This is an optimization exercise on Yosys and OpenROAD, whose aim is small area, not a production implementation. Function was checked by simulation only, so behaviour that the tests miss may differ from the original.

## blue
==> flow/design.v (excerpt) <==
module cpu(
    input wire clk,
    input wire reset,
    output wire overflow_o,
    output wire zero_o,
    output wire if_id_flush_o,
    output wire stop_flag_o,
    output wire [31:0] instr_mem_address_o,
    output wire if_id_en_o,
    input wire [31:0] instr_mem_read_i,
    output wire [3:0] data_mem_we_o,
    output wire [31:0] data_mem_address_o,
    output wire [31:0] data_mem_write_o,
    input wire [31:0] data_mem_read_i
);
Size in the first run: roughly 6700 cells after synthesis, roughly 170 I/O pins, about 81000 µm² of cells after synthesis.
clock: 30.0 ns
lec_check: 0
cap_margin: 35
core_margin: 2
core_utilization: 45
cts_cluster_diameter: 100
cts_cluster_size: 24
slew_margin: 35
synth_hierarchical: 1
synth_minimum_keep_size: 0
standard.sh (not shown) runs the stock make flow with config.mk's settings and CLKGATE_MAP_FILE= SYNTH_SCRIPT=/design/flow/synth_recipe.tcl, a recipe that flattens the netlist after the stock synthesis.
==> flow/flow/run.sh <==
#!/bin/bash
# The standard layout, with the ports buffered by the smallest buffer
# (sky130_fd_sc_hd__buf_1) instead of sky130_fd_sc_hd__clkdlybuf4s50_1.
# Every input and output port still gets its own buffer.
set -e
export BUFFER_PORTS_ARGS="-buffer_cell sky130_fd_sc_hd__buf_1"
bash standard.sh > standard.log 2>&1
Modified inputs, red compared to blue
Settings: PLACE_DENSITY newly set to 0.68.
## What came out
- red went all the way through the flow, and no timing, DRC or antenna check failed.
- The final-layout worst hold slack of red is higher than that of blue.
- blue → red: design area decreased about 0.5%, setup slack decreased 0.11 ns, clock distribution area overhead in the final layout essentially unchanged.

---

try-ember:
Starting RTL as in the previous note.
## cpu
module cpu(
    input wire clk,
    input wire reset,
    output wire overflow_o,
    output wire zero_o,
    output wire if_id_flush_o,
    output wire stop_flag_o,
    output wire [31:0] instr_mem_address_o,
    output wire if_id_en_o,
    input wire [31:0] instr_mem_read_i,
    output wire [3:0] data_mem_we_o,
    output wire [31:0] data_mem_address_o,
    output wire [31:0] data_mem_write_o,
    input wire [31:0] data_mem_read_i
);
    localparam [3:0] C_R    = 4'd0,
                     C_I    = 4'd1,
                     C_LD   = 4'd2,
                     C_B    = 4'd3,
                     C_S    = 4'd4,
                     C_JALR = 4'd5,
                     C_JAL  = 4'd6,
                     C_AUI  = 4'd7,
                     C_LUI  = 4'd8,
                     C_OTH  = 4'd9,    
                     C_BUB  = 4'd10,   
                     C_RST  = 4'd11;   
    reg  [31:0] pc;
    reg         if_z, if_eq;
  ...
==> flow/config.mk <==
export PLATFORM = sky130hd
export DESIGN_NAME = cpu
export DESIGN_NICKNAME = cpu
export VERILOG_FILES = /design/flow/design.v
export SDC_FILE = /design/flow/constraint.sdc
export NUM_CORES = 4
export LEC_CHECK = 0
export CAP_MARGIN = 35
export CORE_MARGIN = 2
export CORE_UTILIZATION = 45
export CTS_CLUSTER_DIAMETER = 100
export CTS_CLUSTER_SIZE = 24
export SLEW_MARGIN = 35
export SYNTH_HIERARCHICAL = 1
export SYNTH_MINIMUM_KEEP_SIZE = 0
==> flow/constraint.sdc <==
create_clock -name core_clock -period 30.0 [get_ports {clk}]
set_input_delay 6.0000 -clock core_clock [delete_from_list [all_inputs] [get_ports {clk}]]
set_output_delay 6.0000 -clock core_clock [all_outputs]
set_load 0.01 [all_outputs]
run.sh (not shown) runs the stock make flow with config.mk's settings and CLKGATE_MAP_FILE= SYNTH_SCRIPT=/design/flow/synth_recipe.tcl, a recipe that flattens the netlist after the stock synthesis.
Stock flow here: none of the scripts above is used.
try-ember: done, clean on timing, DRC and antenna
What try-harbor does differently from try-ember at the input level:
==> flow/flow/run.sh (new file) <==
#!/bin/bash
# The standard layout, with two changes:
# - the ports are buffered by the smallest buffer (sky130_fd_sc_hd__buf_1)
#   instead of sky130_fd_sc_hd__clkdlybuf4s50_1; every input and output port
#   still gets its own buffer;
# - after global routing, gates on paths with positive slack are downsized
#   (ORFS RECOVER_POWER).
set -e
export BUFFER_PORTS_ARGS="-buffer_cell sky130_fd_sc_hd__buf_1"
export RECOVER_POWER=100
bash standard.sh > standard.log 2>&1
==> flow/standard.sh (new file) <==
#!/bin/bash
# synth_recipe.tcl (not shown) runs the flow's synth.tcl, then flattens the netlist and writes it again
# the make line also repeats each setting of config.mk as NAME=value (left out here)
make -C /OpenROAD-flow-scripts/flow DESIGN_CONFIG=/design/flow/config.mk WORK_HOME=/design/flow/orfs CLKGATE_MAP_FILE= SYNTH_SCRIPT=/design/flow/synth_recipe.tcl "${@:-finish}"
removed: flow/run.sh
Notes after the runs:
Finished, but not clean: try-harbor, with capacitance limit, slew limit. try-ember and try-harbor ended up with roughly the same total placed cells including tap cells. Compared with try-ember, try-harbor instantiates a larger number of standard cells.

## what the ideal ports hide
The flow's constraints put no driver on any port. The routed layouts listed below were extracted and timed again, unchanged, in two steps.
Step 1 (the two cells are an assumption about what drives the block):
set clk [get_ports {clk}]
set_driving_cell -lib_cell sky130_fd_sc_hd__clkbuf_16 $clk
set_driving_cell -lib_cell sky130_fd_sc_hd__buf_2 [delete_from_list [all_inputs] $clk]
Step 2, shift: input delay + t, output delay - t, t = (earliest + latest rising clock arrival at the registers) / 2. This alone moves slack from input paths to output paths.
Three values: no drivers, after step 1, after step 2; two values: the first two.
| run | t (ns) | setup slack, ns | worst setup path at the end | worst register clock-pin slew, ns |
|---|---|---|---|---|
| blue | 0.818 | 2.964 / 2.936 / 2.936 | input to output | 0.12 / 0.12 |
| red | 0.799 | 2.852 / 2.828 / 2.828 | input to output | 0.11 / 0.11 |
| try-ember | 0.841 | 2.430 / 2.400 / 2.400 | input to output | 0.12 / 0.12 |
| try-harbor | 0.815 | 2.352 / 2.325 / 2.325 | input to output | 0.12 / 0.12 |
For try-ember, which loses most, drivers alone change the setup slack by -0.030 ns; drivers and shift together by -0.030 ns.
